From an optimization exercise on the open Yosys and OpenROAD flow, aimed at small area, a short achievable clock period and few clock cycles per item; shortcuts taken in it are not production practice.
At most, simulation tests tie the RTL to the original design; equivalence was not proved.
Function not checked in run 1: the RTL went through the layout flow alone.
Power is estimated from default activity; no workload was simulated.

[flow/design.v]
module ProcessingElement(
  input         clock,
  input         io_valid,     
  input  [7:0]  io_rewardIn_bits_reward,
  input  [10:0] io_rewardIn_bits_idx,
  output [10:0] io_agentIdx,
  input  [7:0]  io_price,
  output [7:0]  io_ben,
  output [7:0]  io_nben,
  output [7:0]  io_reward,
  output [7:0]  io_id
);
  reg [7:0] s1_reward;
  reg [7:0] s1_idx;
  reg       s1_valid;
  always @(posedge clock) begin
    s1_reward <= io_rewardIn_bits_reward;
    s1_idx    <= io_rewardIn_bits_idx[7:0];
    s1_valid  <= io_valid;
  end
  assign io_agentIdx = {3'd0, io_rewardIn_bits_idx[7:0]};
  Benefit8 sub (.r(s1_reward), .v(s1_valid), .p(io_price), .b(io_ben), .nb(io_nben));
  assign io_reward = s1_reward;
  assign io_id     = s1_idx;
endmodule
module Benefit8(
  input  [7:0] r,
  input        v,
  input  [7:0] p,
  output [7:0] b,
  output [7:0] nb
);
  wire [7:0] nr, g0, t0, h;
  wire [7:0] ng1, nt1, g2, t2, ng3;
  genvar k;
  generate
    for (k = 0; k < 8; k = k + 1) begin : bt
      GInv  inr (.a(r[k]), .y(nr[k]));
      GNor2  ug (.a(nr[k]), .b(p[k]), .y(g0[k]));
      GNand2 ut (.a(nr[k]), .b(p[k]), .y(t0[k]));
      GXnor2 uh (.a(r[k]), .b(p[k]), .y(h[k]));
    end
    GInv l1z (.a(t0[0]), .y(ng1[0]));
    assign nt1[0] = 1'b1;   
    for (k = 1; k < 8; k = k + 1) begin : l1
      if (k == 1) begin : c
        GAoi21 ug (.a1(t0[1]), .a2(t0[0]), .b1(g0[1]), .y(ng1[1]));
      end else begin : n
        GAoi21 ug (.a1(t0[k]), .a2(g0[k-1]), .b1(g0[k]), .y(ng1[k]));
      end
      GNand2 ut (.a(t0[k]), .b(t0[k-1]), .y(nt1[k]));
    end
    for (k = 0; k < 8; k = k + 1) begin : l2
      if (k < 2) begin : c
        GInv ug (.a(ng1[k]), .y(g2[k]));
        assign t2[k] = 1'b0;   
      end else begin : n
        GOai21 ug (.a1(nt1[k]), .a2(ng1[k-2]), .b1(ng1[k]), .y(g2[k]));
        if (k >= 4) begin : t
          GNor2 ut (.a(nt1[k]), .b(nt1[k-2]), .y(t2[k]));
        end else begin : nt
          assign t2[k] = 1'b0;   
        end
      end
    end
    for (k = 0; k < 8; k = k + 1) begin : l3
      if (k < 4) begin : c
        GInv ug (.a(g2[k]), .y(ng3[k]));
      end else begin : n
        GAoi21 ug (.a1(t2[k]), .a2(g2[k-4]), .b1(g2[k]), .y(ng3[k]));
      end
    end
  endgenerate
  wire nv, pos;
  GInv  iv (.a(v), .y(nv));
  GNor2 up (.a(ng3[7]), .b(nv), .y(pos));
  wire [7:0] d;
  GInv  d0 (.a(h[0]), .y(d[0]));
  generate
    for (k = 1; k < 8; k = k + 1) begin : s
      GXnor2 ux (.a(h[k]), .b(ng3[k-1]), .y(d[k]));
    end
    for (k = 0; k < 8; k = k + 1) begin : m
      GAnd2  ub (.a(d[k]), .b(pos), .y(b[k]));
      GNand2 un (.a(d[k]), .b(pos), .y(nb[k]));
    end
  endgenerate
endmodule
module Ge8G(
  input  [7:0] a,
  input  [7:0] nb,
  output       y
);
  wire [7:0] ng, nt;
  wire [3:0] g1, t1;
  wire nglo, nghi, nthi;
  genvar k;
  generate
    for (k = 0; k < 8; k = k + 1) begin : bt
      if (k > 0) begin : g
        GNand2 ug (.a(a[k]), .b(nb[k]), .y(ng[k]));    
      end else begin : g0
        assign ng[k] = 1'b1;   
      end
      GNor2  ut (.a(a[k]), .b(nb[k]), .y(nt[k]));       
    end
    for (k = 0; k < 4; k = k + 1) begin : l1
      if (k == 0) begin : c
        GOai21 ug (.a1(nt[1]), .a2(nt[0]), .b1(ng[1]), .y(g1[0]));
        assign t1[0] = 1'b0;   
      end else begin : n
        GOai21 ug (.a1(nt[2*k+1]), .a2(ng[2*k]), .b1(ng[2*k+1]), .y(g1[k]));
        GNor2  ut (.a(nt[2*k+1]), .b(nt[2*k]), .y(t1[k]));
      end
    end
  endgenerate
  GAoi21 l2a (.a1(t1[1]), .a2(g1[0]), .b1(g1[1]), .y(nglo));
  GAoi21 l2b (.a1(t1[3]), .a2(g1[2]), .b1(g1[3]), .y(nghi));
  GNand2 l2c (.a(t1[3]), .b(t1[2]), .y(nthi));
  GOai21 l3  (.a1(nthi), .a2(nglo), .b1(nghi), .y(y));
endmodule
module GInv(input a, output y); assign y = ~a; endmodule
module GAnd2(input a, input b, output y); assign y = a & b; endmodule
module GNand2(input a, input b, output y); assign y = ~(a & b); endmodule
module GNor2(input a, input b, output y); assign y = ~(a | b); endmodule
module GNand3(input a, input b, input c, output y); assign y = ~(a & b & c); endmodule
module GNor3(input a, input b, input c, output y); assign y = ~(a | b | c); endmodule
module GNor4(input a, input b, input c, input d, output y); assign y = ~(a | b | c | d); endmodule
module GNand4(input a, input b, input c, input d, output y); assign y = ~(a & b & c & d); endmodule
module GMux2(input a, input b, input s, output y); assign y = s ? b : a; endmodule
module GOr3(input a, input b, input c, output y); assign y = a | b | c; endmodule
module GXor2(input a, input b, output y); assign y = a ^ b; endmodule
module GXnor2(input a, input b, output y); assign y = ~(a ^ b); endmodule
module GAoi21(input a1, input a2, input b1, output y); assign y = ~((a1 & a2) | b1); endmodule
module GOai21(input a1, input a2, input b1, output y); assign y = ~((a1 | a2) & b1); endmodule
module GAoi22(input a1, input a2, input b1, input b2, output y); assign y = ~((a1 & a2) | (b1 & b2)); endmodule
module GOai22(input a1, input a2, input b1, input b2, output y); assign y = ~((a1 | a2) & (b1 | b2)); endmodule
module Win9(input [8:0] nb, output y0, output y1, output y2);
  wire a, b, c;
  GNand3 ua (.a(nb[0]), .b(nb[1]), .c(nb[2]), .y(a));
  GNand3 ub (.a(nb[3]), .b(nb[4]), .c(nb[5]), .y(b));
  GNand3 uc (.a(nb[6]), .b(nb[7]), .c(nb[8]), .y(c));
  GNor3  o0 (.a(a), .b(b), .c(c), .y(y0));
  GNor3  o1 (.a(a), .b(b), .c(c), .y(y1));
  GNor3  o2 (.a(a), .b(b), .c(c), .y(y2));
endmodule
module One9(input [8:0] nb, output y);
  wire [3:0] nn2, o2, no2;
  wire [1:0] one4, none4;
  wire none8n, one8n, nb8n;
  genvar k;
  generate
    for (k = 0; k < 4; k = k + 1) begin : l1
      GNand2 un (.a(nb[2*k]), .b(nb[2*k+1]), .y(nn2[k]));    
      GXnor2 uo (.a(nb[2*k]), .b(nb[2*k+1]), .y(no2[k]));    
    end
    for (k = 0; k < 2; k = k + 1) begin : l2
      GOai22 uo (.a1(no2[2*k]), .a2(nn2[2*k+1]), .b1(nn2[2*k]), .b2(no2[2*k+1]), .y(one4[k]));
      GNor2  un (.a(nn2[2*k]), .b(nn2[2*k+1]), .y(none4[k]));
    end
  endgenerate
  GAoi22 l3o (.a1(one4[0]), .a2(none4[1]), .b1(none4[0]), .b2(one4[1]), .y(one8n));
  GNand2 l3n (.a(none4[0]), .b(none4[1]), .y(none8n));
  GInv   i8  (.a(nb[8]), .y(nb8n));
  GOai22 l4  (.a1(one8n), .a2(nb8n), .b1(none8n), .b2(nb[8]), .y(y));
endmodule
module One8e(input [7:0] nb, input en, output y);
  wire [3:0] nn2, no2;
  wire [1:0] one4, none4;
  wire one8n, nen;
  genvar k;
  generate
    for (k = 0; k < 4; k = k + 1) begin : l1
      GNand2 un (.a(nb[2*k]), .b(nb[2*k+1]), .y(nn2[k]));    
      GXnor2 uo (.a(nb[2*k]), .b(nb[2*k+1]), .y(no2[k]));    
    end
    for (k = 0; k < 2; k = k + 1) begin : l2
      GOai22 uo (.a1(no2[2*k]), .a2(nn2[2*k+1]), .b1(nn2[2*k]), .b2(no2[2*k+1]), .y(one4[k]));
      GNor2  un (.a(nn2[2*k]), .b(nn2[2*k+1]), .y(none4[k]));
    end
  endgenerate
  GAoi22 l3 (.a1(one4[0]), .a2(none4[1]), .b1(none4[0]), .b2(one4[1]), .y(one8n));
  GInv   ie (.a(en), .y(nen));
  GNor2  l4 (.a(one8n), .b(nen), .y(y));
endmodule
module All8e(input [7:0] v, input en, output y0, output y1, output y2);
  wire a, b, c;
  GNand3 ua (.a(v[0]), .b(v[1]), .c(v[2]), .y(a));
  GNand3 ub (.a(v[3]), .b(v[4]), .c(v[5]), .y(b));
  GNand3 uc (.a(v[6]), .b(v[7]), .c(en), .y(c));
  GNor3  o0 (.a(a), .b(b), .c(c), .y(y0));
  GNor3  o1 (.a(a), .b(b), .c(c), .y(y1));
  GNor3  o2 (.a(a), .b(b), .c(c), .y(y2));
endmodule
module Sel10(
  input  [79:0] v,
  input  [9:0]  s,
  output [7:0]  y
);
  genvar b, i;
  generate
    for (b = 0; b < 8; b = b + 1) begin : bsl
      wire [9:0] t;
      wire p0, p1, p2;
      for (i = 0; i < 10; i = i + 1) begin : term
        GNand2 u (.a(s[i]), .b(v[8*i+b]), .y(t[i]));
      end
      GNand4 o0 (.a(t[0]), .b(t[1]), .c(t[2]), .d(t[3]), .y(p0));
      GNand3 o1 (.a(t[4]), .b(t[5]), .c(t[6]), .y(p1));
      GNand3 o2 (.a(t[7]), .b(t[8]), .c(t[9]), .y(p2));
      GOr3   o3 (.a(p0), .b(p1), .c(p2), .y(y[b]));
    end
  endgenerate
endmodule
module BidCalc(
  input  [7:0] best,
  input  [7:0] second,
  input  [7:0] reward,
  output [7:0] bid
);
  wire [7:0] x;
  wire e0, e1, e;
  genvar k;
  generate
    for (k = 0; k < 8; k = k + 1) begin : q
      GXnor2 u (.a(best[k]), .b(second[k]), .y(x[k]));
    end
  endgenerate
  GNand4 q0 (.a(x[0]), .b(x[1]), .c(x[2]), .d(x[3]), .y(e0));
  GNand4 q1 (.a(x[4]), .b(x[5]), .c(x[6]), .d(x[7]), .y(e1));
  GNor2  q2 (.a(e0), .b(e1), .y(e));
  wire z0, z1, nz;
  GNor4  n0 (.a(best[0]), .b(best[1]), .c(best[2]), .d(best[3]), .y(z0));
  GNor4  n1 (.a(best[4]), .b(best[5]), .c(best[6]), .d(best[7]), .y(z1));
  GNand2 n2 (.a(z0), .b(z1), .y(nz));
  wire [7:0] dec = second - 8'd1;
  wire [7:0] sub;
  generate
    for (k = 0; k < 8; k = k + 1) begin : m
      GMux2 u (.a(second[k]), .b(dec[k]), .s(e), .y(sub[k]));
    end
  endgenerate
  wire [7:0] nbid;
  Benefit8 d (.r(reward), .v(nz), .p(sub), .b(bid), .nb(nbid));
endmodule
module SearchTask(
  input         clock,
  input         reset,
  input         io_inValid,
  input         io_inLast,
  output        io_inReady,
  output        io_fire,
  input  [63:0] io_ben,
  input  [63:0] io_nben,
  input  [63:0] io_reward,
  input  [63:0] io_id,
  input         io_resultOut_ready,
  output        io_resultOut_valid,
  output [10:0] io_resultOut_bits_winner,
  output [7:0]  io_resultOut_bits_bid
);
  reg       s_valid;    
  reg       s_last;     
  reg       act;        
  reg       done;       
  reg [7:0] accBest;
  reg [7:0] accSecond;
  reg [7:0] accId;
  reg [7:0] accReward;
  wire busy = (done & ~io_resultOut_ready) | (s_valid & s_last);
  assign io_inReady = ~busy;
  assign io_fire = io_inValid & ~busy;
  wire part = act | ~s_valid;
  wire [8:0] nb [0:7];
  wire [7:0] yA, yS;    
  genvar i, j;
  generate
    for (i = 0; i < 8; i = i + 1) begin : row
      for (j = i + 1; j < 8; j = j + 1) begin : col
        wire y, ny;    
        Ge8G c (.a(io_ben[8*i +: 8]), .nb(io_nben[8*j +: 8]), .y(y));
        GInv inv (.a(y), .y(ny));
        assign nb[j][i]   = ny;
        assign nb[i][j-1] = y;
      end
      Ge8G ca (.a(accBest),   .nb(io_nben[8*i +: 8]), .y(yA[i]));
      Ge8G cs (.a(accSecond), .nb(io_nben[8*i +: 8]), .y(yS[i]));
      GNand2 na (.a(yA[i]), .b(part), .y(nb[i][8]));
      GNand2 ns (.a(yS[i]), .b(part), .y(nb[i][7]));
    end
  endgenerate
  wire [7:0] wB, wI, wR, sL;
  wire       wAB, wAI, wAR, sA, sS, sS1, sS2;
  generate
    for (i = 0; i < 8; i = i + 1) begin : rk
      Win9 w (.nb(nb[i]), .y0(wB[i]), .y1(wI[i]), .y2(wR[i]));
      One9 s (.nb(nb[i]), .y(sL[i]));
    end
  endgenerate
  All8e wa (.v(yA), .en(part), .y0(wAB), .y1(wAI), .y2(wAR));
  One8e sa (.nb(yA), .en(part), .y(sA));
  All8e ss (.v(yS), .en(part), .y0(sS), .y1(sS1), .y2(sS2));
  wire [7:0] nBest, nSecond, nId, nReward;
  Sel10 mb (.v({io_ben, 8'd0, accBest}),        .s({wB, 1'b0, wAB}), .y(nBest));
  Sel10 ms (.v({io_ben, accSecond, accBest}),   .s({sL, sS, sA}),    .y(nSecond));
  Sel10 mi (.v({io_id, 8'd0, accId}),           .s({wI, 1'b0, wAI}), .y(nId));
  Sel10 mr (.v({io_reward, 8'd0, accReward}),   .s({wR, 1'b0, wAR}), .y(nReward));
  always @(posedge clock) begin
    if (reset) begin
      s_valid <= 1'b0;
      act     <= 1'b0;
      done    <= 1'b0;
    end else begin
      s_valid <= io_fire;
      if (s_valid) begin
        act  <= ~s_last;
        done <= s_last;
      end else if (io_resultOut_ready) begin
        done <= 1'b0;
      end
    end
    s_last    <= io_inLast;
    accBest   <= nBest;
    accSecond <= nSecond;
    accId     <= nId;
    accReward <= nReward;
  end
  assign io_resultOut_valid       = done;
  assign io_resultOut_bits_winner = {3'd0, accId};
  BidCalc bc (.best(accBest), .second(accSecond), .reward(accReward), .bid(io_resultOut_bits_bid));
endmodule
module AuctionSearch(
  input         clock,
  input         reset,
  output        io_rewardIn_0_ready,
  input         io_rewardIn_0_valid,
  input  [7:0]  io_rewardIn_0_reward,
  input  [10:0] io_rewardIn_0_idx,
  input         io_rewardIn_0_last,
  output [10:0] io_agentIdx_0,
  input  [7:0]  io_price_0,
  output        io_rewardIn_1_ready,
  input         io_rewardIn_1_valid,
  input  [7:0]  io_rewardIn_1_reward,
  input  [10:0] io_rewardIn_1_idx,
  output [10:0] io_agentIdx_1,
  input  [7:0]  io_price_1,
  output        io_rewardIn_2_ready,
  input         io_rewardIn_2_valid,
  input  [7:0]  io_rewardIn_2_reward,
  input  [10:0] io_rewardIn_2_idx,
  output [10:0] io_agentIdx_2,
  input  [7:0]  io_price_2,
  output        io_rewardIn_3_ready,
  input         io_rewardIn_3_valid,
  input  [7:0]  io_rewardIn_3_reward,
  input  [10:0] io_rewardIn_3_idx,
  output [10:0] io_agentIdx_3,
  input  [7:0]  io_price_3,
  output        io_rewardIn_4_ready,
  input         io_rewardIn_4_valid,
  input  [7:0]  io_rewardIn_4_reward,
  input  [10:0] io_rewardIn_4_idx,
  output [10:0] io_agentIdx_4,
  input  [7:0]  io_price_4,
  output        io_rewardIn_5_ready,
  input         io_rewardIn_5_valid,
  input  [7:0]  io_rewardIn_5_reward,
  input  [10:0] io_rewardIn_5_idx,
  output [10:0] io_agentIdx_5,
  input  [7:0]  io_price_5,
  output        io_rewardIn_6_ready,
  input         io_rewardIn_6_valid,
  input  [7:0]  io_rewardIn_6_reward,
  input  [10:0] io_rewardIn_6_idx,
  output [10:0] io_agentIdx_6,
  input  [7:0]  io_price_6,
  output        io_rewardIn_7_ready,
  input         io_rewardIn_7_valid,
  input  [7:0]  io_rewardIn_7_reward,
  input  [10:0] io_rewardIn_7_idx,
  output [10:0] io_agentIdx_7,
  input  [7:0]  io_price_7,
  input         io_resultOut_ready,
  output        io_resultOut_valid,
  output [10:0] io_resultOut_winner,
  output [7:0]  io_resultOut_bid
);
  wire        ready;
  wire        fire;
  wire [63:0] ben, nben, reward, id;
  assign io_rewardIn_0_ready = ready;
  assign io_rewardIn_1_ready = ready;
  assign io_rewardIn_2_ready = ready;
  assign io_rewardIn_3_ready = ready;
  assign io_rewardIn_4_ready = ready;
  assign io_rewardIn_5_ready = ready;
  assign io_rewardIn_6_ready = ready;
  assign io_rewardIn_7_ready = ready;
  ProcessingElement pes_0 (
    .clock(clock),
    .io_valid(io_rewardIn_0_valid & fire),
    .io_rewardIn_bits_reward(io_rewardIn_0_reward),
    .io_rewardIn_bits_idx(io_rewardIn_0_idx),
    .io_agentIdx(io_agentIdx_0),
    .io_price(io_price_0),
    .io_ben(ben[7:0]),
    .io_nben(nben[7:0]),
    .io_reward(reward[7:0]),
    .io_id(id[7:0])
  );
  ProcessingElement pes_1 (
    .clock(clock),
    .io_valid(io_rewardIn_1_valid & fire),
    .io_rewardIn_bits_reward(io_rewardIn_1_reward),
    .io_rewardIn_bits_idx(io_rewardIn_1_idx),
    .io_agentIdx(io_agentIdx_1),
    .io_price(io_price_1),
    .io_ben(ben[15:8]),
    .io_nben(nben[15:8]),
    .io_reward(reward[15:8]),
    .io_id(id[15:8])
  );
  ProcessingElement pes_2 (
    .clock(clock),
    .io_valid(io_rewardIn_2_valid & fire),
    .io_rewardIn_bits_reward(io_rewardIn_2_reward),
    .io_rewardIn_bits_idx(io_rewardIn_2_idx),
    .io_agentIdx(io_agentIdx_2),
    .io_price(io_price_2),
    .io_ben(ben[23:16]),
    .io_nben(nben[23:16]),
    .io_reward(reward[23:16]),
    .io_id(id[23:16])
  );
  ProcessingElement pes_3 (
    .clock(clock),
    .io_valid(io_rewardIn_3_valid & fire),
    .io_rewardIn_bits_reward(io_rewardIn_3_reward),
    .io_rewardIn_bits_idx(io_rewardIn_3_idx),
    .io_agentIdx(io_agentIdx_3),
    .io_price(io_price_3),
    .io_ben(ben[31:24]),
    .io_nben(nben[31:24]),
    .io_reward(reward[31:24]),
    .io_id(id[31:24])
  );
  ProcessingElement pes_4 (
    .clock(clock),
    .io_valid(io_rewardIn_4_valid & fire),
    .io_rewardIn_bits_reward(io_rewardIn_4_reward),
    .io_rewardIn_bits_idx(io_rewardIn_4_idx),
    .io_agentIdx(io_agentIdx_4),
    .io_price(io_price_4),
    .io_ben(ben[39:32]),
    .io_nben(nben[39:32]),
    .io_reward(reward[39:32]),
    .io_id(id[39:32])
  );
  ProcessingElement pes_5 (
    .clock(clock),
    .io_valid(io_rewardIn_5_valid & fire),
    .io_rewardIn_bits_reward(io_rewardIn_5_reward),
    .io_rewardIn_bits_idx(io_rewardIn_5_idx),
    .io_agentIdx(io_agentIdx_5),
    .io_price(io_price_5),
    .io_ben(ben[47:40]),
    .io_nben(nben[47:40]),
    .io_reward(reward[47:40]),
    .io_id(id[47:40])
  );
  ProcessingElement pes_6 (
    .clock(clock),
    .io_valid(io_rewardIn_6_valid & fire),
    .io_rewardIn_bits_reward(io_rewardIn_6_reward),
    .io_rewardIn_bits_idx(io_rewardIn_6_idx),
    .io_agentIdx(io_agentIdx_6),
    .io_price(io_price_6),
    .io_ben(ben[55:48]),
    .io_nben(nben[55:48]),
    .io_reward(reward[55:48]),
    .io_id(id[55:48])
  );
  ProcessingElement pes_7 (
    .clock(clock),
    .io_valid(io_rewardIn_7_valid & fire),
    .io_rewardIn_bits_reward(io_rewardIn_7_reward),
    .io_rewardIn_bits_idx(io_rewardIn_7_idx),
    .io_agentIdx(io_agentIdx_7),
    .io_price(io_price_7),
    .io_ben(ben[63:56]),
    .io_nben(nben[63:56]),
    .io_reward(reward[63:56]),
    .io_id(id[63:56])
  );
  SearchTask search (
    .clock(clock),
    .reset(reset),
    .io_inValid(io_rewardIn_0_valid),
    .io_inLast(io_rewardIn_0_last),
    .io_inReady(ready),
    .io_fire(fire),
    .io_ben(ben),
    .io_nben(nben),
    .io_reward(reward),
    .io_id(id),
    .io_resultOut_ready(io_resultOut_ready),
    .io_resultOut_valid(io_resultOut_valid),
    .io_resultOut_bits_winner(io_resultOut_winner),
    .io_resultOut_bits_bid(io_resultOut_bid)
  );
endmodule
[flow/flow/run.sh]
#!/bin/bash
# The standard layout (standard.sh), with two changes:
# - plain buf_2 buffers on the ports instead of the flow's default choice (a
#   delay cell); every port still gets its own buffer;
# - after synthesis, every combinational cell is set to the smallest drive of
#   its kind (flow/downsize.tcl); the flow's resizing sizes up what timing needs.
# Each tool's full output goes to a log of its own here; ORFS's per-step logs
# are under orfs/logs/.
set -euo pipefail
export BUFFER_PORTS_ARGS="-buffer_cell sky130_fd_sc_hd__buf_2"
bash standard.sh synth > standard_synth.log 2>&1
export SYNTH_ODB=orfs/results/${FLOW_PLATFORM}/AuctionSearch/base/1_synth.odb
openroad -no_init -exit flow/downsize.tcl > downsize.log 2>&1
touch orfs/results/${FLOW_PLATFORM}/AuctionSearch/base/1_synth.sdc
bash standard.sh > standard.log 2>&1
[flow/flow/downsize.tcl]
# Set every combinational cell of the synthesized netlist to the smallest
# drive of its kind (same function and footprint); placement's and timing
# repair's resizing then sizes up what the timing needs. Registers, tie cells
# and delay cells are left as synthesis made them.
read_db $::env(SYNTH_ODB)
set db [ord::get_db]
set block [ord::get_db_block]
set swapped 0
set saved 0.0
foreach inst [$block getInsts] {
  set m [$inst getMaster]
  set name [$m getName]
  if {![regexp {^(sky130_fd_sc_hd__([a-z0-9]+))_([0-9]+)$} $name -> base kind n]} { continue }
  if {[regexp {^(df|edf|sdf|dl|conb|tap|fill|decap|clkdly|dlygate|dlymetal|probe|lpflow|ebuf|einv)} $kind]} { continue }
  set best $m
  foreach s {0 1 2} {
    set c [$db findMaster ${base}_$s]
    if {$c ne "NULL" && [$c getWidth] < [$best getWidth]} { set best $c }
  }
  if {$best ne $m} {
    set saved [expr {$saved + ([$m getWidth] - [$best getWidth]) * [$m getHeight] / 1e6}]
    $inst swapMaster $best
    incr swapped
  }
}
puts "downsize: swapped $swapped cells, [format %.1f $saved] um2 less"
write_db $::env(SYNTH_ODB)
[flow/standard.sh]
#!/bin/bash
# synth_recipe.tcl (not shown) runs the flow's synth.tcl, then flattens the netlist and writes it again
# the make line also repeats each setting of config.mk as NAME=value (left out here)
make -C /OpenROAD-flow-scripts/flow DESIGN_CONFIG=/design/flow/config.mk WORK_HOME=/design/flow/orfs CLKGATE_MAP_FILE= SYNTH_SCRIPT=/design/flow/synth_recipe.tcl "${@:-finish}"
[flow/config.mk]
export PLATFORM = sky130hd
export DESIGN_NAME = AuctionSearch
export DESIGN_NICKNAME = AuctionSearch
export VERILOG_FILES = /design/flow/design.v
export SDC_FILE = /design/flow/constraint.sdc
export NUM_CORES = 4
export LEC_CHECK = 0
export CAP_MARGIN = 20
export CORE_MARGIN = 2
export CORE_UTILIZATION = 40
export GPL_TIMING_DRIVEN = 0
export PLACE_DENSITY = 0.6
export SETUP_SLACK_MARGIN = 0.1
export SLEW_MARGIN = 20
export SYNTH_HIERARCHICAL = 1
[flow/constraint.sdc]
create_clock -name core_clock -period 4.0 [get_ports {clock}]
set_input_delay 0.8000 -clock core_clock [delete_from_list [all_inputs] [get_ports {clock}]]
set_output_delay 0.8000 -clock core_clock [all_outputs]
set_load 0.01 [all_outputs]
==> run_results.csv, run 1 <==
group,metric,value,unit
global_route,track_usage,35.2,%
pwr,peakVddDrop,0.248,mV
synth,synth_area,16200,µm²
cells_and_area,drive_gt1_share,23.1,%
detailed_routing,vias,22400,
timing,report.final.slew_viol_count,0,
global_route,grt_pass1_wl,111,mm
detailed_routing,drtAntennaViolNets,0,
cts,worstSkewPairLatency,0.46,ns
floorplanning,die_y,205,µm
cts,cts-buffers-inserted,17,
cts,cts_tree,"yes",
placed_design,gp_congestion,0.974,
cts,cts_buffer_depth,2,
global_route,first_global_vias,19400,
setup_path,reg2reg_slack,0.11,ns
cts,cts.sinks,172,
timing,fin_crit_sh,97.4,%
global_route,grt_max_degree,23,
floorplanning,core-area,39900,µm²
detailed_routing,vias_per_cell,5.52,
setup_path,critPathMaxFanout,12,
cts,root_buffer,"clkbuf_16",
setup_path,r2r_cells,19,
pwr,leakage,0.0107,µW
timing,rsz0062_at_grt,"yes",
synth,syn-instance-count,2986,
setup_path,arrival,4.24,ns
placed_design,dp.cells,3876,
setup_path,reg2reg_from,"pes_2.s1_reward[1]$_DFF_P_",
setup_path,cp-endpoint,"search.accSecond[5]$_DFF_P_",
floorplanning,die-area,42200,µm²
cts,htree_levels,4,
placed_design,port_buffers,292,
detailed_routing,drt-initial-drc-count,2617,
cells_and_area,instances_no_fill,4063,
run,cap_viol_max_count,0,
status,outcome,"no timing/DRC/antenna violations",
hold_path,hp-class,"primary input to flip-flop",
timing,relSlewSlack,35.0,%
timing,min_period,3.89,ns
detailed_routing,drt_first_pass_iters,9,
timing,finalHoldWorstSlack,0.439,ns
timing,fin_skew,0.0107,ns
timing,worst_pin_slew,0.976,ns
global_route,overflow,0,
floorplanning,start_util,40.7,%
floorplanning,ioPinCount,344,
setup_path,critPathRequiredTime,4.34,ns
timing,hold_violations,0,
cells_and_area,nNetsFinal,3751,
detailed_routing,wl_per_cell,20.5,µm
global_route,antenna_found_initial,13,
floorplanning,die_w,205,µm
setup_path,endpoint_kind,"flip-flop",
cts,clkTransAtPathRegs,0.08,ns
setup_path,reg2reg_to,"search.accSecond[5]$_DFF_P_",
timing,finalSetupViolations,0,
detailed_routing,drt_wl_total,83.1,mm
timing,fmax,0.257,GHz
placed_design,hpwl,58.2,mm
pwr,power.density,401,nW/µm²
setup_path,criticalPathCategory,"flip-flop to flip-flop",
detailed_routing,drc_errors,0,
hold_path,worstHoldStart,"io_rewardIn_0_reward[7]",
setup_path,crit_path_start_kind,"flip-flop",
synth,syn_area_per_cell,5.44,µm²
setup_path,crit_path_start,"pes_2.s1_reward[1]$_DFF_P_",
floorplanning,rows,73,
synth,ys_warn_count,8,
cells_and_area,syn2layout_area_growth,38.9,%
## final cells by class
cell class / count / area (µm²)
clock inverters: 12 / 178
well taps: 525 / 657
diodes: 3 / 7.51
fillers: 4060 / 17400
inverters: 194 / 728
repair buffers: 440 / 2780
multi-input cells: 2599 / 13900
clock buffers: 20 / 457
flip-flops and latches: 172 / 3520
plain buffers: 98 / 368
## worst min path at each step
stage	end	slack [ns]	depth (start not counted)
2_1_floorplan	search.act$_SDFFE_PP0P_	0.47	2
3_3_place_gp	search.act$_SDFFE_PP0P_	0.48	2
3_5_place_dp	search.act$_SDFFE_PP0P_	0.49	2
4_1_cts	pes_1.s1_reward[6]$_DFF_P_	0.42	1
5_1_grt	pes_0.s1_reward[5]$_DFF_P_	0.43	1
6_report	pes_0.s1_reward[7]$_DFF_P_	0.44	1
## what timing repair did
| item | 4_1_cts | 5_1_grt |
|---|---|---|
| hold buffers | 0 | 0 |
| cloned | 2 | 9 |
| endpoints found under the hold margin | 0 | 0 |
| endpoints found under the setup margin | 40 | 40 |
| resized for setup | 231 | 248 |
| pin swaps | 16 | 72 |
| setup buffers | 20 | 121 |
## power breakdown
group          total, µW  switching, µW  internal (µW)
registers           2210            287           1920
logic               5010           3110           1900
clock network       1810            773           1040
## routing by layer
layer,global-route usage (%),share of wire [%],vias to the layer above
met1,43.6,38,10100
met5,0,0.055,-
met4,21.1,7.0,8
li1,-,-,10600
met2,57.7,44,1457
met3,5.51,11,317
## critical path: stages, from the launching register on
cell,delay (ns)
dfxtp_2,0.41
inv_1,0.09
nor2_2,0.15
a21oi_2,0.07
inv_1,0.08
inv_1,0.06
xnor2_2,0.45
and2_4,0.34
nand2_1,0.08
o21ai_1,0.14
a21oi_1,0.09
o21ai_4,0.31
inv_1,0.14
xnor2_1,0.19
o22ai_1,0.14
a22oi_2,0.25
o22ai_4,0.14
nand2_1,0.10
nand3_1,0.15
or3_1,0.39
## metrics by stage
step                      TNS [ns]  worst slack (ns)  area (µm²)  total power, µW  utilization [%]
after CTS                        0            0.0986       20300             7950             51.0
after floorplan                  0             0.106       16500             4610                -
after global routing             0            0.0294       22500             9410             56.5
after global placement      -49.17             -1.61       18600             5760             46.6
after detailed placement    -45.74             -1.46       18700             5870             46.9
final                            0             0.105       22600             9030             56.5
## cells in the final DEF (no fill, tap or decap), types with 15 or more instances in the layout
master	n
nand2_1	876
nor2_1	590
buf_2	292
o21ai_1	227
inv_1	188
xnor2_1	148
a21oi_1	145
dfxtp_1	139
buf_4	119
buf_1	98
nand3_1	91
conb_1	75
a21oi_2	39
and2_1	37
and2_4	35
nand4_1	34
xnor2_2	31
or3_1	29
o21ai_2	26
nor2_2	21
o21ai_4	21
o22ai_1	18
nand2_4	17
clkbuf_16	17
dfxtp_2	17
nand2_8	16
nor3_2	16
dfxtp_4	16
nand2_2	15
==> inputs of run 2 (changes only) <==
--- a/flow/design.v
+++ b/flow/design.v
@@ -119,6 +119,39 @@
   GNand2 l2c (.a(t1[3]), .b(t1[2]), .y(nthi));
   GOai21 l3  (.a1(nthi), .a2(nglo), .b1(nghi), .y(y));
 endmodule
+module Gt8G(
+  input  [7:0] a,
+  input  [7:0] nb,
+  output       y
+);
+  wire [7:0] ng, nt;
+  wire [3:0] g1, t1;
+  wire nglo, nghi, nthi;
+  genvar k;
+  generate
+    for (k = 0; k < 8; k = k + 1) begin : bt
+      GNand2 ug (.a(a[k]), .b(nb[k]), .y(ng[k]));       
+      if (k > 0) begin : t
+        GNor2  ut (.a(a[k]), .b(nb[k]), .y(nt[k]));     
+      end else begin : t0
+        assign nt[k] = 1'b1;   
+      end
+    end
+    for (k = 0; k < 4; k = k + 1) begin : l1
+      if (k == 0) begin : c
+        GOai21 ug (.a1(nt[1]), .a2(ng[0]), .b1(ng[1]), .y(g1[0]));
+        assign t1[0] = 1'b0;   
+      end else begin : n
+        GOai21 ug (.a1(nt[2*k+1]), .a2(ng[2*k]), .b1(ng[2*k+1]), .y(g1[k]));
+        GNor2  ut (.a(nt[2*k+1]), .b(nt[2*k]), .y(t1[k]));
+      end
+    end
+  endgenerate
+  GAoi21 l2a (.a1(t1[1]), .a2(g1[0]), .b1(g1[1]), .y(nglo));
+  GAoi21 l2b (.a1(t1[3]), .a2(g1[2]), .b1(g1[3]), .y(nghi));
+  GNand2 l2c (.a(t1[3]), .b(t1[2]), .y(nthi));
+  GOai21 l3  (.a1(nthi), .a2(nglo), .b1(nghi), .y(y));
+endmodule
 module GInv(input a, output y); assign y = ~a; endmodule
 module GAnd2(input a, input b, output y); assign y = a & b; endmodule
 module GNand2(input a, input b, output y); assign y = ~(a & b); endmodule
@@ -128,7 +161,6 @@
 module GNor4(input a, input b, input c, input d, output y); assign y = ~(a | b | c | d); endmodule
 module GNand4(input a, input b, input c, input d, output y); assign y = ~(a & b & c & d); endmodule
 module GMux2(input a, input b, input s, output y); assign y = s ? b : a; endmodule
-module GOr3(input a, input b, input c, output y); assign y = a | b | c; endmodule
 module GXor2(input a, input b, output y); assign y = a ^ b; endmodule
 module GXnor2(input a, input b, output y); assign y = ~(a ^ b); endmodule
 module GAoi21(input a1, input a2, input b1, output y); assign y = ~((a1 & a2) | b1); endmodule
@@ -195,22 +227,14 @@
 module Sel10(
   input  [79:0] v,
   input  [9:0]  s,
-  output [7:0]  y
+  output reg [7:0] y
 );
-  genvar b, i;
-  generate
-    for (b = 0; b < 8; b = b + 1) begin : bsl
-      wire [9:0] t;
-      wire p0, p1, p2;
-      for (i = 0; i < 10; i = i + 1) begin : term
-        GNand2 u (.a(s[i]), .b(v[8*i+b]), .y(t[i]));
-      end
-      GNand4 o0 (.a(t[0]), .b(t[1]), .c(t[2]), .d(t[3]), .y(p0));
-      GNand3 o1 (.a(t[4]), .b(t[5]), .c(t[6]), .y(p1));
-      GNand3 o2 (.a(t[7]), .b(t[8]), .c(t[9]), .y(p2));
-      GOr3   o3 (.a(p0), .b(p1), .c(p2), .y(y[b]));
-    end
-  endgenerate
+  integer i;
+  always @* begin
+    y = 8'd0;
+    for (i = 0; i < 10; i = i + 1)
+      y = y | ({8{s[i]}} & v[8*i +: 8]);
+  end
 endmodule
 module BidCalc(
   input  [7:0] best,
@@ -277,11 +301,18 @@
   generate
     for (i = 0; i < 8; i = i + 1) begin : row
       for (j = i + 1; j < 8; j = j + 1) begin : col
-        wire y, ny;    
-        Ge8G c (.a(io_ben[8*i +: 8]), .nb(io_nben[8*j +: 8]), .y(y));
-        GInv inv (.a(y), .y(ny));
-        assign nb[j][i]   = ny;
-        assign nb[i][j-1] = y;
+        wire y, ny;
+        if ((i + j) % 2 == 0) begin : fwd
+          Ge8G c (.a(io_ben[8*i +: 8]), .nb(io_nben[8*j +: 8]), .y(y));
+          GInv inv (.a(y), .y(ny));
+          assign nb[j][i]   = ny;
+          assign nb[i][j-1] = y;
+        end else begin : rev
+          Gt8G c (.a(io_ben[8*j +: 8]), .nb(io_nben[8*i +: 8]), .y(y));
+          GInv inv (.a(y), .y(ny));
+          assign nb[i][j-1] = ny;
+          assign nb[j][i]   = y;
+        end
       end
       Ge8G ca (.a(accBest),   .nb(io_nben[8*i +: 8]), .y(yA[i]));
       Ge8G cs (.a(accSecond), .nb(io_nben[8*i +: 8]), .y(yS[i]));
--- a/flow/config.mk
+++ b/flow/config.mk
@@ -8,6 +8,7 @@
 export CAP_MARGIN = 20
 export CORE_MARGIN = 2
 export CORE_UTILIZATION = 40
+export CTS_BUF_LIST = sky130_fd_sc_hd__clkbuf_4 sky130_fd_sc_hd__clkbuf_8
 export GPL_TIMING_DRIVEN = 0
 export PLACE_DENSITY = 0.6
 export SETUP_SLACK_MARGIN = 0.1
==> run 2 against run 1 <==
Effect of this change:
- still clean on timing, DRC and antenna
- synthesized cell count is 7.2% lower
- area after synthesis shrank 1.8%
- clock-buffer cell count rose by 1
- critical path depth is 2 higher
- flip-flop and latch count did not move
- highest routed layer unchanged
==> run_results.csv, run 2 <==
group,metric,value,unit
floorplanning,rows,73,
timing,fmax,0.262,GHz
cts,cts_buffer_depth,2,
cts,clkTransAtPathRegs,0.12,ns
hold_path,worstHoldStart,"io_rewardIn_7_reward[2]",
synth,syn-instance-count,2770,
global_route,track_usage,34.8,%
global_route,first_global_vias,18600,
cells_and_area,fin_util,53.8,%
detailed_routing,drtAntennaViolNets,0,
floorplanning,core-area,39500,µm²
detailed_routing,drc_errors,0,
cells_and_area,drive_gt1_share,25.0,%
timing,fin_crit_sh,95.5,%
setup_path,cp.buffers_inverters,4,
detailed_routing,drt_first_pass_iters,7,
detailed_routing,drt-initial-drc-count,2521,
floorplanning,start_util,40.3,%
placed_design,hpwl,55.9,mm
placed_design,place_ws,-1.69,ns
placed_design,port_buffers,292,
global_route,antenna_found_initial,2,
setup_path,crit_path_start_kind,"flip-flop",
timing,fin_setup_tns,0,ns
cells_and_area,mostFrequentLayoutCells,"571 x nor2_1, 561 x nand2_1, 299 x buf_2",
cells_and_area,n_antenna_cell,0,
timing,fin_skew,0.0422,ns
cts,cts_tree,"yes",
cells_and_area,layout_commonest_cell,"nor2_1",
placed_design,dpl-instance-area,18200,µm²
detailed_routing,wl_per_cell,20.3,µm
detailed_routing,drt_wl_total,76.7,mm
setup_path,crit_family,"compound AO/OA/AOI/OAI gates",
cells_and_area,syn2layout_area_growth,33.5,%
setup_path,critPathMaxFanout,16,
cts,cts-buffers-inserted,17,
setup_path,r2r_cells,21,
placed_design,gp_congestion,0.989,
timing,worst_slack,0.178,ns
setup_path,cpMostUsedCell,"nor2_1",
setup_path,cp_cell_sequence,"inv_1 -> nor2_1 -> a21oi_1 -> o21ai_1 -> a21oi_2 -> nor2_4 -> buf_12 -> and2_2 -> nor2_1 -> nor2_1 -> a21oi_1 -> o21ai_4 -> inv_1 -> xnor2_1 -> o22ai_1 -> a22oi_1 -> o22ai_1 -> buf_2 -> a22o_1 -> a221oi_2 -> nand4_1",
synth,syn_area_per_cell,5.75,µm²
global_route,grt_pass1_wl,108,mm
timing,rsz0062_at_grt,"yes",
run,cap_viol_max_count,0,
cells_and_area,nNetsFinal,3460,
pwr,peakVddDrop,0.339,mV
floorplanning,die_w,204,µm
cts,hold_buffers,0,
cells_and_area,fill_cells,4016,
cts,htree_levels,4,
detailed_routing,vias_per_cell,5.57,
timing,relSlewSlack,39.6,%
global_route,overflow,0,
setup_path,critPathRequiredTime,4.45,ns
timing,finalSetupViolations,0,
synth,synth_area,15900,µm²
setup_path,endpoint_kind,"flip-flop",
cts,worstSkewPairLatency,0.57,ns
cells_and_area,regArea,3520,µm²
floorplanning,die-area,41500,µm²
cts,cts.sinks,172,
floorplanning,ioPinCount,344,
pwr,leakage,0.00981,µW
setup_path,critPathSlowestCell,"dfxtp_1",
setup_path,arrival,4.27,ns
setup_path,reg2reg_from,"pes_6.s1_reward[4]$_DFF_P_",
cells_and_area,stdcell_area,21300,µm²
timing,worst_pin_slew,0.907,ns
hold_path,whs_endpoint,"pes_7.s1_reward[2]$_DFF_P_",
pwr,power.density,390,nW/µm²
timing,report.final.slew_viol_count,0,
status,outcome,"no timing/DRC/antenna violations",
pwr,finalPower,8310,µW
floorplanning,die_y,204,µm
setup_path,crit_path_max_incr_delay,0.37,ns
setup_path,criticalPathCategory,"flip-flop to flip-flop",
synth,ys_warn_count,9,
hold_path,holdPathStages,1,
global_route,grt_max_degree,20,
timing,min_period,3.82,ns
timing,hold_violations,0,
hold_path,hp-class,"primary input to flip-flop",
setup_path,reg2reg_to,"search.accSecond[5]$_DFF_P_",
cells_and_area,multi_input_area,13000,µm²
cts,root_buffer,"clkbuf_8",
setup_path,reg2reg_slack,0.18,ns
detailed_routing,vias,21000,
-- run 2: worst max-delay path by stage --
stage / startpoint / endpoint / slack, ns / depth (start not counted)
after global placement: io_price_2[1] / search.accReward[0]$_DFF_P_ / -1.65 / 18
after global routing: pes_4.s1_reward[2]$_DFF_P_ / search.accSecond[3]$_DFF_P_ / 0.05 / 20
after floorplan: io_price_1[1] / search.accSecond[4]$_DFF_P_ / 0.11 / 19
after CTS: pes_2.s1_reward[2]$_DFF_P_ / search.accSecond[6]$_DFF_P_ / 0.08 / 22
final: pes_6.s1_reward[4]$_DFF_P_ / search.accSecond[5]$_DFF_P_ / 0.18 / 21
after detailed placement: io_price_2[1] / search.accReward[7]$_DFF_P_ / -1.69 / 18
-- run 2: layer usage --
metal	wire length (µm)	share of wire, %	up-vias	global-route usage (%)
met2	33000	43	1167	53.6
met1	30900	40	9634	44.5
met4	4810	6.3	2	21.6
met3	7850	10	225	6.84
li1	-	-	9966	-
met5	13	0.017	-	0
-- run 2: timing repair --
action,CTS,global route
cloned,1,2
setup endpoints to repair,40,40
pin swaps,19,56
setup buffers,59,42
gates resized for setup,264,273
-- run 2: layout make-up --
type	count	area share, %
plain buffers	138	2.57
clock buffers	21	1.30
clock inverters	11	0.629
inverters	194	3.42
multi-input cells	2314	61.3
flip-flops and latches	172	16.5
well taps	525	3.09
repair buffers	394	11.2
-- run 2: per-stage QoR --
step           hold WS, ns  std cells
5_1_grt              0.316       3769
2_1_floorplan        0.424       2815
4_1_cts              0.306       3725
3_5_place_dp         0.436       3633
6_report             0.344       3769
3_3_place_gp         0.433       3632
-- run 2: power by group --
group	switching [µW]	internal (µW)
clock network	700	607
registers	182	1920
logic	3010	1890
Testbench counts of run 2, summed over its fixed seeds: cycles 31,933, rounds 5,813.
==> inputs of run 3 (changes only) <==
--- a/flow/config.mk
+++ b/flow/config.mk
@@ -8,9 +8,9 @@
 export CAP_MARGIN = 20
 export CORE_MARGIN = 2
 export CORE_UTILIZATION = 40
-export CTS_BUF_LIST = sky130_fd_sc_hd__clkbuf_4 sky130_fd_sc_hd__clkbuf_8
 export GPL_TIMING_DRIVEN = 0
 export PLACE_DENSITY = 0.6
 export SETUP_SLACK_MARGIN = 0.1
 export SLEW_MARGIN = 20
 export SYNTH_HIERARCHICAL = 1
+export TNS_END_PERCENT = 50
==> run 3 against run 2 <==
Effect of this change:
- still clean
- combinational power shrank 3%
- first-iteration DRC count fell by 4.0%
- utilization grew 0.45 points
- critical path type is now flip-flop to primary output
==> run_results.csv, run 3 <==
group,metric,value,unit
global_route,grt_max_degree,20,
synth,ys_warn_count,9,
cells_and_area,stdcell_area,21500,µm²
detailed_routing,drt_wl_total,76.6,mm
setup_path,reg2reg_slack,0.18,ns
setup_path,crit_path_start_kind,"flip-flop",
setup_path,arrival,3.09,ns
placed_design,port_buffers,292,
pwr,peakVddDrop,0.420,mV
cells_and_area,drive_gt1_share,24.5,%
timing,relSlewSlack,41.5,%
placed_design,dpl-instance-area,18200,µm²
detailed_routing,vias_per_cell,5.60,
global_route,first_global_vias,18500,
synth,syn-instance-count,2770,
pwr,clock_power_share,19.8,%
detailed_routing,drt_first_pass_iters,6,
detailed_routing,wl_per_cell,20.3,µm
timing,hold_violations,0,
cells_and_area,instances_no_fill,3768,
floorplanning,start_util,40.3,%
placed_design,dp.cells,3633,
floorplanning,rows,73,
setup_path,critPathRequiredTime,3.20,ns
pwr,power.density,401,nW/µm²
cells_and_area,multi_input_area,13100,µm²
floorplanning,core-area,39500,µm²
floorplanning,ioPinCount,344,
cts,hold_buffers,0,
cts,cts_tree,"yes",
detailed_routing,drc_errors,0,
global_route,antenna_found_initial,3,
floorplanning,die-area,41500,µm²
detailed_routing,vias,21100,
setup_path,criticalPathCategory,"flip-flop to primary output",
cts,cts_buffer_depth,2,
timing,fin_skew,0.0299,ns
floorplanning,die_w,204,µm
detailed_routing,drtAntennaViolNets,0,
cts,cts.sinks,172,
setup_path,endpoint_kind,"primary output",
cells_and_area,nNetsFinal,3459,
timing,report.final.slew_viol_count,0,
cells_and_area,n_antenna_cell,0,
synth,syn_area_per_cell,5.75,µm²
cells_and_area,layout_commonest_cell,"nor2_1",
timing,fmax,0.257,GHz
global_route,grt_pass1_wl,108,mm
pwr,power_frac_seq,24.9,%
pwr,switching_power,3910,µW
cts,root_buffer,"clkbuf_16",
cts,worstSkewPairLatency,0.49,ns
timing,fin_crit_sh,97.3,%
timing,fin_setup_tns,0,ns
timing,rsz0062_at_grt,"yes",
global_route,track_usage,34.8,%
timing,min_period,3.89,ns
pwr,leakage,0.00984,µW
floorplanning,die_y,204,µm
timing,finalSetupViolations,0,
cells_and_area,fill_cells,4014,
pwr,power_frac_comb,55.3,%
synth,synth_area,15900,µm²
cts,clkTransAtPathRegs,0.07,ns
pwr,intPower,4690,µW
placed_design,gp_congestion,0.989,
placed_design,hpwl,55.9,mm
status,outcome,"no timing/DRC/antenna violations",
run,cap_viol_max_count,0,
cells_and_area,syn2layout_area_growth,34.6,%
timing,worst_pin_slew,0.878,ns
pwr,power.share.switching,45.4,%
cells_and_area,mostFrequentLayoutCells,"577 x nor2_1, 561 x nand2_1, 300 x buf_2",
cts,htree_levels,4,
setup_path,critPathMaxFanout,12,
detailed_routing,drt-initial-drc-count,2419,
timing,finalHoldWorstSlack,0.427,ns
cts,cts-buffers-inserted,17,
cells_and_area,regArea,3510,µm²
global_route,overflow,0,
hold_path,hp-class,"primary input to flip-flop",
==> run 3: power by group through the flow <==
stage | Sequential (µW) | Clock (µW) | Combinational (µW)
floorplan | 2180 | 0 | 2420
global placement | 2340 | 0 | 3360
detailed placement | 2350 | 0 | 3450
CTS | 2150 | 1740 | 4130
global route | 2150 | 1800 | 5050
finish | 2140 | 1700 | 4760
==> run 3: path summary, 6_finish.rpt <==
check	end	startpoint	cells past startpoint
worst max-delay path	io_resultOut_bid[2]	search.accBest[0]$_DFF_P_	12
worst min-delay path	pes_7.s1_reward[2]$_DFF_P_	io_rewardIn_7_reward[2]	1
worst max register to register	search.accSecond[6]$_DFF_P_	pes_7.s1_reward[3]$_DFF_P_	22
worst min register to register	search.accId[5]$_DFF_P_	pes_0.s1_idx[5]$_DFF_P_	2
==> run 3: through the flow <==
| step | utilization [%] | total power [µW] | setup WS [ns] |
|---|---|---|---|
| after global placement | 46.1 | 5700 | -1.65 |
| after detailed placement | 46.1 | 5800 | -1.69 |
| final | 54.2 | 8600 | 0.110 |
| after floorplan | - | 4600 | 0.107 |
| after CTS | 50.7 | 8010 | 0.0846 |
| after global routing | 54.2 | 9000 | -0.00154 |
==> run 3: final cells by class <==
cell class | count | share of cell area [%]
clock inverter | 11 | 0.624
buffer | 138 | 2.53
multi-input combinational | 2316 | 61.0
inverter | 194 | 3.39
timing repair buffer | 391 | 10.9
sequential | 172 | 16.4
clock buffer | 21 | 2.15
tap | 525 | 3.06
==> run 3: what timing repair did <==
| action | in CTS | in global routing |
|---|---|---|
| gates resized for setup | 274 | 241 |
| setup buffers | 42 | 56 |
| endpoints found under the setup margin | 40 | 40 |
| pin swaps | 19 | 59 |
| cloned | 2 | 3 |
==> run 3: worst max-delay path, stage by stage (launching register included) <==
cell and delay, ns:
dfxtp_4 0.48, xnor2_1 0.15, nand4_1 0.15, nor2_4 0.25
mux2_1 0.40, nor2_1 0.16, a21oi_1 0.08, o21ai_1 0.24
a21oi_1 0.11, nor2_2 0.11, buf_4 0.15, and2_1 0.18
buf_2 0.15
==> run 3: routing by layer <==
metal,share of wire (%),vias up,global-route usage (%)
met2,43,1206,53.8
li1,-,9970,-
met3,9.9,273,7.30
met4,6.8,2,21.4
met1,40,9635,44.1
met5,0.016,-,0
==> inputs of run 4 (changes only) <==
--- a/flow/config.mk
+++ b/flow/config.mk
@@ -13,4 +13,4 @@
 export SETUP_SLACK_MARGIN = 0.1
 export SLEW_MARGIN = 20
 export SYNTH_HIERARCHICAL = 1
-export TNS_END_PERCENT = 50
+export TNS_END_PERCENT = 10
==> run 4 against run 3 <==
Effect of this change:
- register-to-register slack hardly changed
- still clean
- largest power group unchanged
- via count decreased by 0.18%
- combinational power shrank 1%
==> run_results.csv, run 4 <==
group,metric,value,unit
global_route,first_global_vias,18500,
setup_path,arrival,3.08,ns
setup_path,cp.buffers_inverters,2,
setup_path,cp_cell_sequence,"xnor2_1 -> nand4_1 -> nor2_4 -> mux2_2 -> nand2_1 -> nand2_1 -> o21ai_2 -> a21oi_1 -> nor2_2 -> buf_4 -> and2_1 -> buf_2",
timing,worst_pin_slew,0.913,ns
setup_path,crit_path_max_incr_delay,0.46,ns
timing,hold_violations,0,
setup_path,crit_path_start_kind,"flip-flop",
setup_path,crit_family,"simple AND/OR/NAND/NOR gates",
synth,synth_area,15900,µm²
timing,fmax,0.258,GHz
global_route,antenna_found_initial,2,
detailed_routing,drc_errors,0,
setup_path,criticalPathCategory,"flip-flop to primary output",
detailed_routing,drt_first_pass_iters,6,
detailed_routing,drtAntennaViolNets,0,
status,outcome,"no timing/DRC/antenna violations",
cts,root_buffer,"clkbuf_16",
pwr,leakage,0.00982,µW
cts,hold_buffers,0,
placed_design,gp_congestion,0.989,
cells_and_area,instances_no_fill,3767,
cells_and_area,mostFrequentLayoutCells,"576 x nor2_1, 560 x nand2_1, 301 x buf_2",
floorplanning,rows,73,
floorplanning,core-area,39500,µm²
cts,worstSkewPairLatency,0.49,ns
placed_design,dpl-instance-area,18200,µm²
setup_path,cpMostUsedCell,"nand2_1",
floorplanning,die-area,41500,µm²
timing,rsz0062_at_grt,"yes",
hold_path,holdPathStages,1,
detailed_routing,vias,21000,
timing,relSlewSlack,39.1,%
global_route,grt_max_degree,23,
placed_design,place_ws,-1.69,ns
setup_path,critPathSlowestCell,"dfxtp_4",
timing,min_period,3.88,ns
global_route,grt.met2_usage,54.0,%
global_route,grtUsageMet1,43.8,%
global_route,grt.busiest_layer,"met2",
global_route,overflow,0,
timing,fin_crit_sh,96.9,%
setup_path,reg2reg_to,"search.accReward[0]$_DFF_P_",
pwr,peakVddDrop,0.420,mV
cts,clkTransAtPathRegs,0.08,ns
setup_path,critPathMaxFanout,8,
placed_design,dp.cells,3633,
cts,cts.sinks,172,
setup_path,reg2reg_from,"pes_2.s1_reward[0]$_DFF_P_",
cts,cts-buffers-inserted,17,
cells_and_area,n_antenna_cell,0,
floorplanning,ioPinCount,344,
synth,syn-instance-count,2770,
timing,report.final.slew_viol_count,0,
synth,ys_warn_count,9,
timing,fin_setup_tns,0,ns
detailed_routing,wl_per_cell,20.2,µm
floorplanning,die_w,204,µm
hold_path,hp-class,"primary input to flip-flop",
detailed_routing,drt_wl_total,76.2,mm
detailed_routing,vias_per_cell,5.59,
global_route,track_usage,34.3,%
global_route,use_met3,6.36,%
pwr,power.density,401,nW/µm²
cells_and_area,stdcell_area,21400,µm²
placed_design,hpwl,55.9,mm
synth,syn_area_per_cell,5.75,µm²
cells_and_area,drive_gt1_share,24.3,%
cts,cts_tree,"yes",
global_route,grt_pass1_wl,106,mm
cts,cts_buffer_depth,2,
cells_and_area,syn2layout_area_growth,34.2,%
setup_path,endpoint_kind,"primary output",
placed_design,port_buffers,292,
floorplanning,die_y,204,µm
timing,finalSetupViolations,0,
floorplanning,start_util,40.3,%
cells_and_area,layout_commonest_cell,"nor2_1",
cells_and_area,nNetsFinal,3458,
hold_path,whs_endpoint,"pes_7.s1_reward[2]$_DFF_P_",
run,cap_viol_max_count,0,
timing,fin_skew,0.0263,ns
timing,worst_slack,0.122,ns
cts,htree_levels,4,
setup_path,reg2reg_slack,0.18,ns
setup_path,critPathRequiredTime,3.20,ns
detailed_routing,drt-initial-drc-count,2486,
hold_path,worstHoldStart,"io_rewardIn_7_reward[2]",
setup_path,r2r_cells,17,
setup_path,crit_cells,12,
## run 4: per-stage QoR
step           hold WS (ns)  total power (µW)  util [%]
2_1_floorplan         0.424              4600         -
3_3_place_gp          0.433              5700      46.1
3_5_place_dp          0.436              5800      46.1
4_1_cts               0.394              7920      50.3
5_1_grt               0.405              8970      54.1
6_report              0.421              8580      54.1
## run 4: worst reg2reg max path, stage by stage, from the launching register on
cell and delay (ns):
dfxtp_1 0.39, inv_1 0.06, nand2_1 0.12, inv_1 0.09
inv_1 0.09, inv_1 0.07, xnor2_1 0.49, and2_2 0.39
nor2_1 0.06, o21ai_1 0.13, a21oi_1 0.13, o21ai_2 0.34
nand3_1 0.21, nor3_2 0.40, buf_2 0.34, a22o_1 0.25
a221oi_1 0.07, nand4_1 0.13
## run 4: power breakdown
group,internal (µW),leakage [µW],total [µW],switching (µW)
Clock,958,0.000277,1700,741
Sequential,1920,0.00145,2170,251
Combinational,1810,0.00809,4710,2900
## run 4: cell type report
cell class              count  area (µm²)
plain buffers             138         544
clock buffers              21         460
clock inverters            11         134
fillers                  4013       18200
inverters                 194         728
multi-input cells        2316       13000
flip-flops and latches    172        3510
well taps                 525         657
repair buffers            390        2320
## run 4: worst max-delay path by stage
stage               slack (ns)                       start                           to
floorplan                 0.11               io_price_1[1]  search.accSecond[4]$_DFF_P_
global route             0.008  pes_2.s1_reward[2]$_DFF_P_  search.accSecond[6]$_DFF_P_
global placement         -1.65               io_price_2[1]  search.accReward[0]$_DFF_P_
detailed placement       -1.69               io_price_2[1]  search.accReward[7]$_DFF_P_
finish                    0.12   search.accBest[4]$_DFF_P_          io_resultOut_bid[6]
CTS                       0.05  pes_4.s1_reward[1]$_DFF_P_  search.accSecond[5]$_DFF_P_
## run 4: metal layers
layer	part of all wire, %	wire [µm]
met1	40	30500
met2	43	33100
met3	10	7870
met4	6.3	4790
met5	0	0
## run 4: timing repair
item	CTS	global route
pin swaps	15	57
setup endpoints to repair	40	40
cloned	2	3
resized for setup	250	259
buffers inserted	32	65
==> inputs of run 5 (changes only) <==
--- a/flow/config.mk
+++ b/flow/config.mk
@@ -13,4 +13,3 @@
 export SETUP_SLACK_MARGIN = 0.1
 export SLEW_MARGIN = 20
 export SYNTH_HIERARCHICAL = 1
-export TNS_END_PERCENT = 10
==> run 5 against run 4 <==
Effect of this change:
- sequential share of layout area shrank 0.13 points
- sequential power shrank 3%
- critical path type unchanged
- register-to-register slack barely moved
- via count is 0.17% higher
- global-route usage is 0.47 points higher
- clock skew is 0.0010 ns higher
- worst hold slack gained 0.0057 ns
- combinational power is 3% higher
- synthesized cell count is the same
- final cell count rose by 0.29%
- utilization grew 0.45 points
==> run_results.csv, run 5 <==
group,metric,value,unit
status,outcome,"no timing/DRC/antenna violations",
setup_path,reg2reg_from,"pes_7.s1_reward[3]$_DFF_P_",
cts,hold_buffers,0,
synth,syn-instance-count,2770,
floorplanning,ioPinCount,344,
synth,syn_area_per_cell,5.75,µm²
global_route,antenna_found_initial,3,
floorplanning,die-area,41500,µm²
cts,clkTransAtPathRegs,0.08,ns
run,cap_viol_max_count,0,
cts,cts.sinks,172,
placed_design,hpwl,55.9,mm
placed_design,port_buffers,292,
detailed_routing,wl_per_cell,20.3,µm
timing,finalSetupViolations,0,
global_route,first_global_vias,18500,
detailed_routing,drt-initial-drc-count,2340,
floorplanning,die_w,204,µm
detailed_routing,drt_wl_total,76.7,mm
setup_path,crit_path_start_kind,"flip-flop",
timing,fmax,0.262,GHz
timing,report.final.slew_viol_count,0,
timing,fin_crit_sh,95.5,%
setup_path,arrival,3.02,ns
cts,cts-buffers-inserted,17,
floorplanning,core-area,39500,µm²
floorplanning,start_util,40.3,%
cts,root_buffer,"clkbuf_16",
cells_and_area,nNetsFinal,3469,
timing,relSlewSlack,39.5,%
pwr,power_frac_seq,24.3,%
cells_and_area,n_antenna_cell,0,
placed_design,gp_congestion,0.989,
hold_path,holdPathStages,1,
setup_path,reg2reg_slack,0.19,ns
timing,fin_setup_tns,0,ns
global_route,grt_max_degree,20,
cells_and_area,layout_commonest_cell,"nor2_1",
pwr,switching_power,3940,µW
global_route,track_usage,34.8,%
detailed_routing,drtAntennaViolNets,0,
synth,ys_warn_count,9,
hold_path,worstHoldStart,"io_rewardIn_7_reward[2]",
cells_and_area,syn2layout_area_growth,35.3,%
detailed_routing,drc_errors,0,
floorplanning,rows,73,
timing,rsz0062_at_grt,"yes",
cells_and_area,drive_gt1_share,25.0,%
floorplanning,die_y,204,µm
setup_path,criticalPathCategory,"flip-flop to primary output",
timing,fin_skew,0.0274,ns
cells_and_area,mostFrequentLayoutCells,"575 x nor2_1, 560 x nand2_1, 300 x buf_2",
pwr,power_frac_comb,56.1,%
timing,finalHoldWorstSlack,0.426,ns
synth,synth_area,15900,µm²
pwr,power.share.switching,45.4,%
timing,min_period,3.82,ns
cts,cts_tree,"yes",
global_route,grt_pass1_wl,108,mm
setup_path,endpoint_kind,"primary output",
timing,worst_pin_slew,0.908,ns
hold_path,hp-class,"primary input to flip-flop",
placed_design,place_ws,-1.69,ns
pwr,peakVddDrop,0.421,mV
cts,htree_levels,4,
timing,worst_slack,0.180,ns
pwr,clock_power_share,19.6,%
cts,worstSkewPairLatency,0.49,ns
detailed_routing,vias_per_cell,5.58,
timing,hold_violations,0,
pwr,leakage,0.00990,µW
cts,cts_buffer_depth,2,
detailed_routing,vias,21100,
detailed_routing,drt_first_pass_iters,6,
setup_path,critPathRequiredTime,3.20,ns
hold_path,whs_endpoint,"pes_7.s1_reward[2]$_DFF_P_",
setup_path,r2r_cells,22,
pwr,intPower,4730,µW
setup_path,reg2reg_to,"search.accSecond[6]$_DFF_P_",
setup_path,critPathMaxFanout,8,
global_route,overflow,0,
pwr,power.density,402,nW/µm²
run 5: stage by stage:
step	power (µW)	cells	utilization (%)	instance area (µm²)
detailed placement	5800	3633	46.1	18200
floorplan	4600	2815	-	16100
CTS	8010	3709	50.7	20100
finish	8670	3778	54.5	21600
global route	9060	3778	54.5	21600
global placement	5700	3632	46.1	18200
run 5: power by group through the flow:
stage | Sequential (µW) | Combinational, µW | Clock (µW)
floorplan | 2180 | 2420 | 0
global route | 2120 | 5150 | 1800
global placement | 2340 | 3360 | 0
detailed placement | 2350 | 3450 | 0
CTS | 2150 | 4130 | 1740
finish | 2110 | 4870 | 1700
run 5: what timing repair did:
action,in CTS,in global routing
pin swaps,19,61
endpoints found under the hold margin,0,0
buffers inserted,42,66
resized for setup,274,255
setup endpoints to repair,40,40
gates cloned,2,3
run 5: area by class of cell:
class | count | area, µm²
fill | 4003 | 18000
multi-input combinational | 2316 | 13100
sequential | 172 | 3510
timing repair buffer | 401 | 2410
inverter | 194 | 728
tap | 525 | 657
buffer | 138 | 543
clock buffer | 21 | 460
clock inverter | 11 | 134
run 5: worst max path at each step:
stage,start,end,cells after the start
floorplan,io_price_1[1],search.accSecond[4]$_DFF_P_,19
global placement,io_price_2[1],search.accReward[0]$_DFF_P_,18
detailed placement,io_price_2[1],search.accReward[7]$_DFF_P_,18
CTS,pes_4.s1_reward[1]$_DFF_P_,search.accSecond[6]$_DFF_P_,19
global route,pes_5.s1_reward[6]$_DFF_P_,search.accSecond[6]$_DFF_P_,21
finish,search.accSecond[5]$_DFF_P_,io_resultOut_bid[6],12
run 5: per-layer routing:
metal	track usage [%]	part of all wire [%]
met2	53.8	43
met4	21.4	6.6
met5	0	0.016
met3	7.30	10
met1	44.1	40
run 5: worst max-delay path, stage by stage (launching register included):
cell     delay [ns]
dfxtp_4        0.37
xnor2_1        0.16
nand4_1        0.20
nor2_4         0.30
mux2_2         0.41
nand2_1        0.12
nand2_1        0.10
o21ai_2        0.19
a21oi_1        0.10
nor2_2         0.10
buf_4          0.16
and2_1         0.18
buf_2          0.15
==> inputs of run 6 (changes only) <==
--- a/flow/config.mk
+++ b/flow/config.mk
@@ -10,6 +10,7 @@
 export CORE_UTILIZATION = 40
 export GPL_TIMING_DRIVEN = 0
 export PLACE_DENSITY = 0.6
-export SETUP_SLACK_MARGIN = 0.1
+export SETUP_SLACK_MARGIN = 0.15
 export SLEW_MARGIN = 20
 export SYNTH_HIERARCHICAL = 1
+export TNS_END_PERCENT = 10
==> run 6 against run 5 <==
Effect of this change:
- area after synthesis is the same
- clock-buffer cell count decreased by 3
- critical path depth up 8
- maximum frequency fell by 0.22%
- largest cell class unchanged
==> run_results.csv, run 6 <==
group,metric,value,unit
placed_design,hpwl,54.2,mm
global_route,grt_pass1_wl,106,mm
floorplanning,core-area,39500,µm²
global_route,grt_max_degree,21,
timing,report.final.slew_viol_count,0,
floorplanning,rows,73,
placed_design,place_ws,-1.45,ns
cells_and_area,syn2layout_area_growth,36.3,%
global_route,antenna_found_initial,2,
placed_design,port_buffers,292,
detailed_routing,drc_errors,0,
pwr,leakage,0.00995,µW
floorplanning,die-area,41500,µm²
cells_and_area,drive_gt1_share,25.6,%
synth,syn_area_per_cell,5.75,µm²
cells_and_area,fill_cells,3981,
setup_path,arrival,4.18,ns
global_route,overflow,0,
cts,clkTransAtPathRegs,0.08,ns
placed_design,gp_congestion,1.00,
detailed_routing,drt_first_pass_iters,6,
run,cap_viol_max_count,0,
cells_and_area,instances_no_fill,3775,
pwr,peakVddDrop,0.287,mV
cts,htree_levels,4,
setup_path,criticalPathCategory,"primary input to flip-flop",
setup_path,endpoint_kind,"flip-flop",
cells_and_area,mostFrequentLayoutCells,"572 x nor2_1, 553 x nand2_1, 300 x buf_2",
timing,worst_slack,0.171,ns
setup_path,critPathRequiredTime,4.35,ns
floorplanning,die_y,204,µm
detailed_routing,vias_per_cell,5.66,
hold_path,hp-class,"primary input to flip-flop",
timing,relSlewSlack,42.5,%
detailed_routing,drtAntennaViolNets,0,
synth,ys_warn_count,9,
setup_path,critPathMaxFanout,8,
cts,root_buffer,"clkbuf_16",
cts,hold_buffers,0,
cells_and_area,n_antenna_cell,0,
cells_and_area,layout_commonest_cell,"nor2_1",
timing,min_period,3.83,ns
timing,worst_pin_slew,0.862,ns
floorplanning,ioPinCount,344,
hold_path,worstHoldStart,"io_rewardIn_5_reward[6]",
detailed_routing,drt_wl_total,76.5,mm
setup_path,crit_path_start,"io_price_4[2]",
timing,finalSetupViolations,0,
status,outcome,"no timing/DRC/antenna violations",
cts,cts-buffers-inserted,17,
cts,worstSkewPairLatency,0.47,ns
floorplanning,die_w,204,µm
floorplanning,start_util,40.3,%
synth,syn-instance-count,2770,
timing,fin_skew,0.0201,ns
pwr,power.density,405,nW/µm²
setup_path,crit_path_start_kind,"primary input",
cts,cts_buffer_depth,2,
timing,hold_violations,0,
cts,cts.sinks,172,
global_route,track_usage,33.7,%
cells_and_area,nNetsFinal,3466,
placed_design,dp.cells,3633,
cts,cts_tree,"yes",
setup_path,reg2reg_from,"pes_5.s1_reward[0]$_DFF_P_",
timing,fin_crit_sh,95.7,%
detailed_routing,vias,21400,
timing,rsz0062_at_grt,"yes",
detailed_routing,wl_per_cell,20.3,µm
synth,synth_area,15900,µm²
global_route,first_global_vias,18600,
timing,fmax,0.261,GHz
detailed_routing,drt-initial-drc-count,2793,
run 6: changes by cell type in the layout (fill, tap and decap cells not counted), sizes merged:
cell    previous run  this run
and2              83        90
buf              516       505
nor2             605       603
bufinv             2         4
clkinv             2         1
inv              197       199
run 6: critical path, cell delays in order:
cell and delay (ns):
buf_2 0.12, nand2_1 0.10, nand2_1 0.09, o21ai_1 0.29
a21oi_2 0.13, xnor2_2 0.32, and2_4 0.29, nor2_1 0.07
nor2_1 0.13, nand2_1 0.12, o21ai_4 0.26, inv_1 0.12
xnor2_1 0.17, o22ai_1 0.10, a22oi_1 0.15, o22ai_1 0.11
buf_2 0.19, a22o_1 0.20, a221oi_1 0.26, nand4_1 0.14
run 6: per-stage QoR:
stage                     hold slack (ns)  setup TNS, ns  instance area (µm²)  power [µW]  util [%]
final                               0.433              0                21700        8800      54.9
after global routing                0.421              0                21700        9180      54.9
after CTS                           0.413              0                20000        8050      50.6
after detailed placement            0.440         -41.36                18300        5770      46.1
after global placement              0.430         -39.61                18200        5670      46.1
after floorplan                     0.424              0                16100        4600         -
run 6: area by class of cell:
| type | count | area, µm² | share of cell area [%] |
|---|---|---|---|
| Timing Repair Buffer | 393 | 2410 | 11.1 |
| Clock buffer | 18 | 429 | 1.98 |
| Inverter | 194 | 728 | 3.35 |
| Tap cell | 525 | 657 | 3.02 |
| Buffer | 138 | 542 | 2.49 |
| Multi-Input combinational cell | 2321 | 13200 | 60.9 |
| Clock inverter | 14 | 208 | 0.956 |
| Sequential cell | 172 | 3520 | 16.2 |
run 6: worst paths after layout:
kind / to / slack [ns] / depth (start not counted)
worst max-delay path: search.accSecond[7]$_DFF_P_ / 0.17 / 20
worst min register to register: search.accId[2]$_DFF_P_ / 0.45 / 2
worst max register to register: search.accReward[6]$_DFF_P_ / 0.18 / 17
worst min-delay path: pes_5.s1_reward[6]$_DFF_P_ / 0.43 / 1
run 6: power by group:
| group | internal [µW] | switching, µW |
|---|---|---|
| Sequential | 1920 | 238 |
| Clock | 1060 | 774 |
| Combinational | 1850 | 2960 |
| Total | 4820 | 3980 |
run 6: routing by layer:
metal | track usage, % | share of wire [%] | up-vias | wire length (µm)
met5 | 0 | 0 | - | 0
met4 | 19.8 | 6.2 | 0 | 4740
met3 | 6.94 | 12 | 240 | 9390
met2 | 51.4 | 42 | 1345 | 32300
met1 | 43.8 | 39 | 9789 | 30000
li1 | - | - | 9990 | -
run 6: timing repair:
action / in CTS / in global routing
pin swaps: 17 / 70
buffers inserted: 37 / 61
hold endpoints to repair: 0 / 0
gates resized for setup: 242 / 309
setup endpoints to repair: 40 / 40
cloned: 1 / 11

static timing again, ports no longer ideal:
In the flow no input, the clock included, has a driving cell. The finished layouts below were timed again as built, in two steps.
Step 1: set_driving_cell puts a clkbuf_16 on clock and a buf_2 on each other input, an assumption about the parent block.
Step 2 also shifts input and output timing later by t, the mid clock arrival at the registers, as if the neighbouring blocks saw the same clock.
Slacks: no drivers / after step 1 / after step 2; pairs: no drivers / after step 1.
run	t, ns	slack for setup (ns)
run 1	0.501	0.105 / 0.105 / -0.376
run 2	0.603	0.178 / 0.164 / -0.356
run 3	0.533	0.110 / 0.050 / -0.305
run 4	0.534	0.122 / 0.063 / -0.315
run 5	0.536	0.180 / 0.119 / -0.309
run 6	0.522	0.171 / 0.179 / -0.316
Met with ideal ports but missed after step 2: setup timing in every run listed.
